Background: an optimization exercise with open tools, aiming at small area, a short achievable clock period and few clock cycles per item. Do not read the settings as production practice.
Only simulation tests tie the RTL to the original design; equivalence was not proved.
Power and IR drop assume default switching activity.

==> run a: inputs <==
==> flow/design.v <==
module adder (A, B, result);
  parameter WIDTH = 32;
  input logic [WIDTH-1:0] A, B;
  output logic [WIDTH-1:0] result;
  assign result = A + B;
endmodule
module xorer (A, B, result);
  parameter WIDTH = 32;
  input logic [WIDTH-1:0] A, B;
  output logic [WIDTH-1:0] result;
  assign result = A ^ B;
endmodule
module xorer3 (A, B, C, result);
  parameter WIDTH = 32;
  input logic [WIDTH-1:0] A, B, C;
  output logic [WIDTH-1:0] result;
  assign result = A ^ B ^ C;
endmodule
module bcrypt_core (
  input  logic         clk,
  input  logic         reset_l,
  input  logic         start,
  input  logic [4:0]   cost,
  input  logic [127:0] salt,
  input  logic [575:0] key,
  output logic [31:0]  s_addr,
  output logic [3:0]   s_we,
  output logic [127:0] s_wdata,
  input  logic [127:0] s_rdata,
  output logic [191:0] hash,
  output logic         done
);
  localparam logic [575:0] PI_P = 576'h8979fb1b9216d5d9b54709173f84d5b5c97c50ddc0ac29b734e90c6cbe5466cf38d01377452821e6ec4e6c89082efa98299f31d0a40938220370734413198a2e85a308d3243f6a88;
  localparam logic [191:0] CTEXT = {32'h6f756274, 32'h63727944, 32'h64657253, 32'h65686f6c, 32'h65616e42, 32'h4f727068};
  localparam logic [1:0] PH_SALTED = 2'd0,   
                         PH_KEY    = 2'd1,   
                         PH_SALT   = 2'd2,   
                         PH_CTEXT  = 2'd3;   
  localparam logic [9:0] CNT_P0 = 10'd1015;  
  logic         busy, done_r;
  logic [4:0]   k;        
  logic [1:0]   phase;
  logic [9:0]   cnt;      
  logic [575:0] P;        
  logic [31:0]  l, r;     
  logic [63:0]  c1, c2;   
  wire in_exp  = (phase != PH_CTEXT);
  wire ppart   = in_exp & cnt[9];
  wire keyen   = in_exp & (cnt == CNT_P0);
  wire salten  = (phase == PH_SALTED) & (k[4:1] == 4'd0);
  wire pfix    = in_exp & ((cnt[9:3] == 7'h7f) | (cnt == 10'd0));
  wire [3:0] pidx = cnt[3:0] - 4'd8;
  wire byp     = pfix & (k[4:1] == pidx);
  wire k17     = (k == 5'd17);
  wire exp_end = in_exp & (cnt == 10'd511);
  wire ct_end  = (cnt == 10'd191);
  wire [31:0] iter_inc = {1'b0, c1[30:0]} + 32'd1;
  logic it_last;          
  logic [17:0] kh;
  always_comb
    for (int i = 0; i < 18; i++) kh[i] = (k == i);
  logic [31:0] kmux, pi_w;
  always_comb begin
    kmux = 32'h0;
    pi_w = 32'h0;
    for (int i = 0; i < 18; i++) begin
      kmux = kmux | ({32{kh[i]}} & key[32*i +: 32]);
      pi_w = pi_w | ({32{kh[i]}} & PI_P[32*i +: 32]);
    end
  end
  wire [1:0]  ssel = (phase == PH_SALT) ? k[1:0] : {~cnt[0], k[0]};
  wire [31:0] smux = salt[32*ssel +: 32];
  wire [31:0] kw    = (phase == PH_SALT) ? smux : kmux;
  logic [31:0] pv;
  always_comb begin
    pv = P[31:0];
    if (keyen & (phase == PH_SALTED)) pv = pi_w;
    if (byp) pv = k[0] ? c2[63:32] : c2[31:0];
  end
  wire [31:0] tailv = pv ^ (keyen ? kw : 32'h0);
  wire [31:0] head  = tailv ^ (salten ? smux : 32'h0);
  function automatic logic [31:0] ks_add(input logic [31:0] a, input logic [31:0] b);
    logic [31:0] p, g, pp, gg, pn, gn;
    p = a ^ b;
    g = a & b;
    pp = p;
    gg = g;
    for (int d = 1; d < 32; d = 2 * d) begin
      for (int i = 0; i < 32; i++) begin
        if (i >= d) begin
          gn[i] = gg[i] | (pp[i] & gg[i-d]);
          pn[i] = pp[i] & pp[i-d];
        end
        else begin
          gn[i] = gg[i];
          pn[i] = pp[i];
        end
      end
      pp = pn;
      gg = gn;
    end
    ks_add = p ^ {gg[30:0], 1'b0};
  endfunction
  wire [31:0] f_a = ks_add(s_rdata[31:0], s_rdata[63:32]);
  wire [31:0] f_x = f_a ^ s_rdata[95:64];
  wire [31:0] f   = ks_add(f_x, s_rdata[127:96]);
  wire [31:0] t   = r ^ head;
  wire        fen = (k != 5'd0);
  wire [31:0] l_next = t ^ (fen ? f : 32'h0);
  wire sw = busy & in_exp & ~cnt[9] & (k >= 5'd16);
  logic [31:0] a_alt, a_fx;
  logic [3:0]  use_f;
  always_comb begin
    a_fx = {f[7:0], f[15:8], f[23:16], f[31:24]} ^ {t[7:0], t[15:8], t[23:16], t[31:24]};
    a_alt = {t[7:0], t[15:8], t[23:16], t[31:24]};
    use_f = {4{fen}};
    s_we = 4'b0000;
    s_wdata = {4{l ^ ((k == 5'd16) ? ((cnt == 10'd0) ? c2[63:32] : P[63:32]) : 32'h0)}};
    if (sw) begin
      s_we[cnt[8:7]] = 1'b1;
      use_f[cnt[8:7]] = 1'b0;
      a_alt[8*cnt[8:7] +: 8] = {cnt[6:0], k[0]};
    end
    for (int b = 0; b < 4; b++)
      s_addr[8*b +: 8] = use_f[b] ? a_fx[8*b +: 8] : a_alt[8*b +: 8];
  end
  assign hash = {l, r, c2, c1};
  assign done = done_r;
  always_ff @(posedge clk)
    P <= {tailv, P[575:32]};
  always_ff @(posedge clk)
    it_last <= iter_inc[cost];
  always_ff @(posedge clk) begin
    if (~reset_l) begin
      busy   <= 1'b0;
      done_r <= 1'b0;
    end
    else if (!busy) begin
      if (start) begin
        busy   <= 1'b1;
        done_r <= 1'b0;
        phase  <= PH_SALTED;
        cnt    <= CNT_P0;
        k      <= 5'd0;
        c1[30:0] <= 31'd0;
        r      <= 32'h0;
        l      <= 32'h0;
      end
    end
    else begin
      k <= k17 ? 5'd0 : k + 5'd1;
      if (!k17) begin
        l <= l_next;
        r <= l;
      end
      else if (phase == PH_CTEXT) begin
        cnt <= cnt + 10'd1;
        if (ct_end) begin
          r      <= t;
          busy   <= 1'b0;
          done_r <= 1'b1;
        end
        else begin
          r  <= c1[31:0];
          l  <= c1[63:32];
          c1 <= c2;
          c2 <= {l, t};
        end
      end
      else if (exp_end) begin
        cnt <= CNT_P0;
        r   <= 32'h0;
        l   <= 32'h0;
        if (phase == PH_SALT) begin
          if (it_last) begin
            phase <= PH_CTEXT;
            cnt   <= 10'd0;
            r     <= CTEXT[31:0];
            l     <= CTEXT[63:32];
            c1    <= CTEXT[127:64];
            c2    <= CTEXT[191:128];
          end
          else begin
            c1[30:0] <= iter_inc[30:0];
            phase <= PH_KEY;
          end
        end
        else
          phase <= phase + 2'd1;
      end
      else begin
        r   <= t;
        cnt <= cnt + 10'd1;
        if (ppart) c2 <= {l, t};
      end
    end
  end
endmodule
==> flow/flow/run.sh <==
#!/bin/bash
# The standard layout, with the ports buffered by buf_1 cells.
set -euo pipefail
export BUFFER_PORTS_ARGS="-buffer_cell sky130_fd_sc_hd__buf_1"
bash standard.sh > standard.log 2>&1
==> flow/standard.sh <==
#!/bin/bash
# synth_recipe.tcl (not shown) runs the flow's synth.tcl, then flattens the netlist and writes it again
# the make line also repeats each setting of config.mk as NAME=value (left out here)
make -C /OpenROAD-flow-scripts/flow DESIGN_CONFIG=/design/flow/config.mk WORK_HOME=/design/flow/orfs CLKGATE_MAP_FILE= SYNTH_SCRIPT=/design/flow/synth_recipe.tcl "${@:-finish}"
==> flow/config.mk <==
export PLATFORM = sky130hd
export DESIGN_NAME = bcrypt_core
export DESIGN_NICKNAME = bcrypt_core
export VERILOG_FILES = /design/flow/design.v
export SDC_FILE = /design/flow/constraint.sdc
export NUM_CORES = 4
export LEC_CHECK = 0
export CAP_MARGIN = 30
export CORE_MARGIN = 2
export CORE_UTILIZATION = 20
export CTS_CLUSTER_DIAMETER = 100
export CTS_CLUSTER_SIZE = 24
export PLACE_DENSITY = 0.75
export SETUP_SLACK_MARGIN = 3
export SLEW_MARGIN = 40
==> flow/constraint.sdc <==
create_clock -name core_clock -period 10.0 [get_ports {clk}]
set_input_delay 2.0000 -clock core_clock [delete_from_list [all_inputs] [get_ports {clk}]]
set_output_delay 2.0000 -clock core_clock [all_outputs]
set_load 0.01 [all_outputs]
==> run b (differences from run a) <==
--- a/flow/design.v
+++ b/flow/design.v
@@ -79,39 +79,18 @@
   end
   wire [31:0] tailv = pv ^ (keyen ? kw : 32'h0);
   wire [31:0] head  = tailv ^ (salten ? smux : 32'h0);
-  function automatic logic [31:0] ks_add(input logic [31:0] a, input logic [31:0] b);
-    logic [31:0] p, g, pp, gg, pn, gn;
-    p = a ^ b;
-    g = a & b;
-    pp = p;
-    gg = g;
-    for (int d = 1; d < 32; d = 2 * d) begin
-      for (int i = 0; i < 32; i++) begin
-        if (i >= d) begin
-          gn[i] = gg[i] | (pp[i] & gg[i-d]);
-          pn[i] = pp[i] & pp[i-d];
-        end
-        else begin
-          gn[i] = gg[i];
-          pn[i] = pp[i];
-        end
-      end
-      pp = pn;
-      gg = gn;
-    end
-    ks_add = p ^ {gg[30:0], 1'b0};
-  endfunction
-  wire [31:0] f_a = ks_add(s_rdata[31:0], s_rdata[63:32]);
+  wire [31:0] f_a = s_rdata[31:0] + s_rdata[63:32];
   wire [31:0] f_x = f_a ^ s_rdata[95:64];
-  wire [31:0] f   = ks_add(f_x, s_rdata[127:96]);
+  wire [31:0] f   = f_x + s_rdata[127:96];
   wire [31:0] t   = r ^ head;
   wire        fen = (k != 5'd0);
   wire [31:0] l_next = t ^ (fen ? f : 32'h0);
   wire sw = busy & in_exp & ~cnt[9] & (k >= 5'd16);
-  logic [31:0] a_alt, a_fx;
+  logic [31:0] a_alt, a_f, a_t;
   logic [3:0]  use_f;
   always_comb begin
-    a_fx = {f[7:0], f[15:8], f[23:16], f[31:24]} ^ {t[7:0], t[15:8], t[23:16], t[31:24]};
+    a_f = {f[7:0], f[15:8], f[23:16], f[31:24]};
+    a_t = {t[7:0], t[15:8], t[23:16], t[31:24]};
     a_alt = {t[7:0], t[15:8], t[23:16], t[31:24]};
     use_f = {4{fen}};
     s_we = 4'b0000;
@@ -122,7 +101,7 @@
       a_alt[8*cnt[8:7] +: 8] = {cnt[6:0], k[0]};
     end
     for (int b = 0; b < 4; b++)
-      s_addr[8*b +: 8] = use_f[b] ? a_fx[8*b +: 8] : a_alt[8*b +: 8];
+      s_addr[8*b +: 8] = (a_f[8*b +: 8] & {8{use_f[b]}}) ^ (use_f[b] ? a_t[8*b +: 8] : a_alt[8*b +: 8]);
   end
   assign hash = {l, r, c2, c1};
   assign done = done_r;
==> flow/flow/run.sh (replaced) <==
#!/bin/bash
# The standard layout, with the ports buffered by buf_1 cells and the pins
# allowed on every routing track (the die is too small for two-track spacing).
set -euo pipefail
export BUFFER_PORTS_ARGS="-buffer_cell sky130_fd_sc_hd__buf_1"
export PLACE_PINS_ARGS="-min_distance 1 -min_distance_in_tracks"
bash standard.sh > standard.log 2>&1
Settings changed: CORE_UTILIZATION 20 to 35, CTS_CLUSTER_SIZE 24 to 20.
==> comparison <==
Run a completed without violations. Run b passed the timing, design-rule and antenna checks. Between run a and run b, the lower clock skew is in run a (gap 6.8 ps). Against run b, the synthesized cell count of run a is smaller by about 3.7%. In run a the sequential share of layout area is lower than in run b, by 0.27 points. In run a the non-clock buffer count is higher than in run b, by 12. In sequential power, run b and run a hardly differ. In run b the worst hold slack is worse than in run a, by 22 ps. Between run a and run b, the lower routed wire length is in run b (gap about 20%, measured against run b).
Testbench counts of run a, summed over its fixed seeds: cycles 681,180, hashes 18.
Testbench counts of run b, summed over its fixed seeds: cycles 681,180, hashes 18.

## port drivers added, routing unchanged
The results above use ideal ports. As a check the final layouts listed here were re-extracted and re-timed, cells and wires unchanged.
Step 1, drivers: a clkbuf_16 drives clk and a buf_2 each remaining input, both assumed.
Step 2 times the ports against the registers' clock, not the clock port: input delays grow and output delays shrink by t, the midpoint of the rising clock arrivals with the driver on.
Slacks: ideal / step 1 / step 2; pairs: ideal / step 1.
| run | shift t [ns] | setup WS [ns] | worst slew at a driven data input, ns |
|---|---|---|---|
| run a | 0.699 | 1.425 / 1.391 / 1.391 | 0.42 |
| run b | 0.678 | 1.737 / 1.700 / 1.700 | 0.43 |
After both steps setup and hold are still met in every run listed. For run b, which loses most, drivers alone change the setup slack by -0.037 ns; drivers and shift together by -0.037 ns.
